This is an optimization exercise on Yosys and OpenROAD, whose aim is small area, not a production implementation. Function was checked by simulation only, so behaviour that the tests miss may differ from the original. Power figures rest on the tool's default switching activity, not on a simulated workload.

## v6
==> module flagteller, before the edit <==
module flagteller(
        input uart,
        input clk_12,
        input rst,
        output uart2
);
localparam [63:0] P1  = 64'h030410c084000aa3;
localparam [63:0] P2  = 64'h0000000000000283;
localparam [63:0] Y1P = 64'h07a5506c93a7b887;    
localparam [63:0] Y2P = 64'he62ad50cd5f292a6;    
localparam [127:0] PW = 128'h72336c6c33745f67346c665f41475046;   
function [6:0] dec7(input [6:0] x);
        integer k;
        reg bw;
        begin
                bw = 1'b1;
                for (k = 0; k < 7; k = k + 1) begin
                        dec7[k] = x[k] ^ bw;
                        bw = bw & ~x[k];
                end
        end
endfunction
function [3:0] inc4(input [3:0] x);
        integer k;
        reg c;
        begin
                c = 1'b1;
                for (k = 0; k < 4; k = k + 1) begin
                        inc4[k] = x[k] ^ c;
                        c = c & x[k];
                end
        end
endfunction
function gt6(input [5:0] a, input [5:0] b);
        integer k;
        reg g;
        begin
                g = 1'b0;
                for (k = 0; k < 6; k = k + 1)
                        g = (a[k] & ~b[k]) | (~(a[k] ^ b[k]) & g);
                gt6 = g;
        end
endfunction
reg [3:0] rp;
reg [6:0] dc;             
localparam [6:0] DC0 = 7'h01, DC52 = 7'h6b, DC103 = 7'h79;
wire dc0 = (dc == DC0);
wire dc52 = (dc == DC52);
wire [2:0] bp = rp[2:0];
always @(posedge clk_12) begin
        if (rst) begin
                rp <= 4'd0;
        end else if (rp == 4'd0) begin
                if (!uart) rp <= 4'd1;
        end else if (dc0) begin
                if (rp == 4'd1) rp <= 4'd8;
                else if (rp == 4'd15) rp <= 4'd2;
                else if (rp == 4'd2) rp <= 4'd0;
                else rp <= inc4(rp);
        end
end
wire dc_load = (rp == 4'd0) ? !uart : (dc0 && rp != 4'd2);
always @(posedge clk_12) begin
        if (rst) dc <= DC0;
        else if (dc_load) dc <= DC103;
        else if (!dc0) dc <= {dc[5:0], dc[6] ^ dc[5]};
end
wire sample = rp[3] && dc52;
wire strobe = (rp == 4'd2) && dc52;
localparam S_IDLE = 3'd0, S_MEAS = 3'd1, S_A = 3'd2, S_B = 3'd3, S_TX = 3'd4;
reg [2:0] st;
reg [3:0] cc;             
reg locked;
reg [63:0] R;
reg [6:0] na;
reg match;
localparam [6:0] BT0 = 7'h01, BT103 = 7'h5c, BT104 = 7'h39,
                 BT105 = 7'h73, BT107 = 7'h4c;
reg [6:0] bt;
reg [3:0] ts;             
localparam [5:0] BI0 = 6'h00, BI15 = 6'h0d, BI63 = 6'h01;
reg [5:0] bi;
wire [5:0] j = {cc[2:0], bp};
wire first = (cc == 4'd0) && (bp == 3'd0);
wire hiph = cc[3];
wire last_lo = (cc == 4'd7) && (bp == 3'd7);
wire b = uart ^ (bp[0] && bp != 3'd7);    
wire rz = (R == 64'd0);
wire bt0 = (bt == BT0);
wire [63:0] pol = hiph ? P2 : P1;
wire [63:0] yp = hiph ? Y2P : Y1P;
wire [63:0] hstep = {R[0], R[63:1] ^ (pol[63:1] & {63{R[0]}})} ^ (yp & {64{b}});
wire clr = (rp == 4'd1) && (cc[2:0] == 3'd0) && (st != S_A);
wire shift = (st == S_MEAS) || (st == S_B) || clr;
always @(posedge clk_12) begin
        if (sample) R <= hstep;
        else if (shift) R <= {1'b0, R[63:1]};
end
always @(posedge clk_12) begin
        if (sample) begin
                if (first) na <= b ? 7'd0 : 7'd127;
                else if (b && (!hiph || na[6] || gt6(j, na[5:0]))) na <= {1'b0, j};
        end else if (st == S_A) begin
                na <= dec7(na);
        end
end
reg mflag;
wire pwok = (uart == PW[{cc, bp}]);
always @(posedge clk_12) begin
        if (sample) mflag <= pwok & (mflag | first);
end
always @(posedge clk_12) begin
        if (st == S_IDLE && locked) match <= mflag;
end
wire last_byte = (bi == BI0);
always @(posedge clk_12) begin
        if (rst) begin
                st <= S_IDLE;
                cc <= 4'd0;
                locked <= 1'b0;
                ts <= 4'd0;
        end else begin
                if (strobe && !locked) begin
                        cc <= inc4(cc);
                        if (cc == 4'd15) locked <= 1'b1;
                end else if (st == S_TX && ts == 4'd0 && bt == BT103 && last_byte) begin
                        locked <= 1'b0;
                end
                case (st)
                S_IDLE: begin
                        if (sample && last_lo) st <= S_MEAS;
                        else if (locked) st <= S_A;
                end
                S_MEAS: if (rz) st <= S_IDLE;
                S_A:    if (na == 7'd125) st <= S_B;
                S_B:    if (rz && bt0) st <= S_TX;
                S_TX:   if (bt0) begin
                                case (ts)
                                4'd0: ts <= 4'd1;
                                4'd1: ts <= 4'd8;
                                4'd15: if (last_byte) begin
                                                st <= S_IDLE;
                                                ts <= 4'd0;
                                        end else ts <= 4'd2;
                                4'd2: ts <= 4'd0;
                                default: ts <= ts + 4'd1;
                                endcase
                        end
                default: st <= S_IDLE;
                endcase
        end
end
wire [6:0] bt_fwd = {bt[5:0], bt[6] ^ bt[5]};
wire [6:0] bt_back = {bt[0] ^ bt[6], bt[6:1]};
always @(posedge clk_12) begin
        if (sample && last_lo) begin
                bt <= BT0;
        end else if (st == S_MEAS) begin
                if (!rz) bt <= bt_fwd;
        end else if (st == S_B) begin
                if (!bt0) bt <= bt_back;
                else if (rz) begin
                        bt <= BT107;
                        bi <= match ? BI63 : BI15;
                end
        end else if (st == S_TX) begin
                if (!bt0) bt <= bt_back;
                else begin
                        bt <= (ts == 4'd15 || ts == 4'd2) ? BT105 : BT104;
                        if (ts == 4'd2) bi <= {bi[4:0], bi[5] ^ bi[4] ^ (bi[4:0] == 5'd0)};
                end
        end
end
wire msgbit;
flagteller_msg msg(.x0(match), .x1(bi[5]), .x2(bi[4]), .x3(bi[3]), .x4(bi[2]), .x5(bi[1]),
        .x6(bi[0]), .x7(ts[2]), .x8(ts[1]), .x9(ts[0]), .z0(msgbit));
reg txd;
always @(posedge clk_12) txd <= rst | ((ts == 4'd1) ? 1'b0 : (ts[3] ? msgbit : 1'b1));
assign uart2 = txd;
endmodule
Settings: LEC_CHECK=0, CAP_MARGIN=20, CORE_MARGIN=2, CORE_UTILIZATION=60, CTS_BUF_LIST=sky130_fd_sc_hd__clkbuf_8, CTS_CLUSTER_DIAMETER=60, CTS_CLUSTER_SIZE=20, PLACE_DENSITY=0.7, SLEW_MARGIN=20; clock period 5.0 ns.
standard.sh (not shown) runs the stock make flow with config.mk's settings and CLKGATE_MAP_FILE= SYNTH_SCRIPT=/design/flow/synth_recipe.tcl, a recipe that flattens the netlist after the stock synthesis.
==> flow/flow/run.sh <==
#!/bin/bash
# Standard layout, except that clock tree synthesis inserts no dummy loads.
set -euo pipefail
export CTS_ARGS="-sink_clustering_enable -repair_clock_nets -dont_use_dummy_load -sink_clustering_size 20 -sink_clustering_max_diameter 60 -buf_list sky130_fd_sc_hd__clkbuf_8"
bash standard.sh > standard.log 2>&1
--- input diff v6..v7 ---
--- a/flow/design.v
+++ b/flow/design.v
@@ -9,7 +9,6 @@
 localparam [63:0] P2  = 64'h0000000000000283;
 localparam [63:0] Y1P = 64'h07a5506c93a7b887;    
 localparam [63:0] Y2P = 64'he62ad50cd5f292a6;    
-localparam [127:0] PW = 128'h72336c6c33745f67346c665f41475046;   
 function [6:0] dec7(input [6:0] x);
         integer k;
         reg bw;
@@ -106,7 +105,10 @@
         end
 end
 reg mflag;
-wire pwok = (uart == PW[{cc, bp}]);
+wire pwbit;              
+flagteller_pw pwt(.x0(cc[3]), .x1(cc[2]), .x2(cc[1]), .x3(cc[0]), .x4(bp[2]), .x5(bp[1]),
+        .x6(bp[0]), .z0(pwbit));
+wire pwok = (uart == pwbit);
 always @(posedge clk_12) begin
         if (sample) mflag <= pwok & (mflag | first);
 end
@@ -479,3 +481,55 @@
   assign new_n268 = ~x0 & ~new_n267;
   assign z0 = ~new_n236 & ~new_n268;
 endmodule
+module flagteller_pw ( 
+    x0, x1, x2, x3, x4, x5, x6,
+    z0  );
+  input  x0, x1, x2, x3, x4, x5, x6;
+  output z0;
+  wire new_n9, new_n10, new_n11, new_n12, new_n13, new_n14, new_n15, new_n16,
+    new_n17, new_n18, new_n19, new_n20, new_n21, new_n22, new_n23, new_n24,
+    new_n25, new_n26, new_n27, new_n28, new_n29, new_n30, new_n31, new_n32,
+    new_n33, new_n34, new_n35, new_n36, new_n37, new_n38, new_n39, new_n40,
+    new_n41, new_n42, new_n43, new_n44, new_n45, new_n46, new_n47, new_n48;
+  assign new_n9 = ~x1 & ~x3;
+  assign new_n10 = ~x4 & ~new_n9;
+  assign new_n11 = x6 & ~new_n10;
+  assign new_n12 = x0 & x2;
+  assign new_n13 = x1 & x3;
+  assign new_n14 = ~new_n9 & ~new_n13;
+  assign new_n15 = x3 & x4;
+  assign new_n16 = x1 & ~new_n15;
+  assign new_n17 = ~new_n14 & ~new_n16;
+  assign new_n18 = new_n12 & ~new_n17;
+  assign new_n19 = ~new_n11 & ~new_n18;
+  assign new_n20 = ~x0 & ~x2;
+  assign new_n21 = new_n16 & ~new_n20;
+  assign new_n22 = new_n19 & new_n21;
+  assign new_n23 = ~x1 & ~x4;
+  assign new_n24 = ~x6 & ~new_n23;
+  assign new_n25 = x3 & x6;
+  assign new_n26 = ~x4 & x6;
+  assign new_n27 = new_n20 & ~new_n25;
+  assign new_n28 = ~new_n26 & new_n27;
+  assign new_n29 = ~new_n24 & new_n28;
+  assign new_n30 = ~new_n12 & ~new_n24;
+  assign new_n31 = x2 & x4;
+  assign new_n32 = ~new_n25 & ~new_n31;
+  assign new_n33 = ~new_n14 & new_n32;
+  assign new_n34 = ~new_n30 & new_n33;
+  assign new_n35 = ~x2 & x4;
+  assign new_n36 = x0 & ~new_n35;
+  assign new_n37 = ~x1 & ~new_n32;
+  assign new_n38 = ~new_n36 & new_n37;
+  assign new_n39 = ~x5 & ~new_n29;
+  assign new_n40 = ~new_n34 & ~new_n38;
+  assign new_n41 = new_n39 & new_n40;
+  assign new_n42 = ~new_n22 & new_n41;
+  assign new_n43 = x1 & new_n31;
+  assign new_n44 = new_n24 & ~new_n43;
+  assign new_n45 = ~x0 & x3;
+  assign new_n46 = ~new_n44 & new_n45;
+  assign new_n47 = x5 & ~new_n46;
+  assign new_n48 = new_n19 & new_n47;
+  assign z0 = new_n42 | new_n48;
+endmodule
### Flow results
Per the final summary, v7 finished and its layout is clean on timing, DRC and antenna. Looking at number of iterations in the first detailed-routing pass, v7 sits below v6. The higher worst hold slack came out of v7. Compared to v6, v7 has synthesized cell count 3 higher. Weighted congestion reported at the end of routability-driven placement: v7 > v6. Against v6, v7 comes in 0.31 points higher on fraction of area in registers. Compared with v6, total of fill cells in the finished design in v7 decreased by a few percent. Comparing the two runs side by side, v7 comes out behind v6 on final critical path time including I/O delays and setup. Compared with v6, number of global-route vias before repair in v7 decreased slightly. Via count (lower): v6. Higher non-clock buffer total of the final layout among v7 and v6: v7. v7 vs v6 — switching power of the nets dropped by a little under 10%. | met3 capacity usage during global routing | lower: v7 |.

## port drivers added, routing unchanged
In the flow no input, the clock included, has a driving cell. The finished layouts below were timed again as built, in two steps.
Step 1 sets driving cells, clkbuf_16 on the clock port and buf_2 on the other inputs (assumed; they add their load-dependent delay and slew).
Step 2 adds t to the input delays and takes it off the output delays; t is the mean of the earliest and latest rising clock arrival at the registers after step 1. Input paths then give back, and output paths get back, about the clock's delay inside the block.
Three values: ideal ports, drivers, drivers and shift; two values: the first two.
| run | shift t [ns] | setup slack, ns | worst hold slack (ns) | latest minus earliest clock arrival (ns) | worst data-port slew with drivers (ns) |
|---|---|---|---|---|---|
| v6 | 0.393 | 1.844 / 1.844 / 1.801 | 0.449 / 0.449 / 0.449 | 0.037 / 0.037 | 0.03 |
| v7 | 0.412 | 1.841 / 1.841 / 1.840 | 0.469 / 0.469 / 0.469 | 0.036 / 0.036 | 0.03 |
After both steps setup and hold are still met in every run listed. For v6, which loses most, drivers alone change the setup slack by 0.000 ns; drivers and shift together by -0.043 ns.
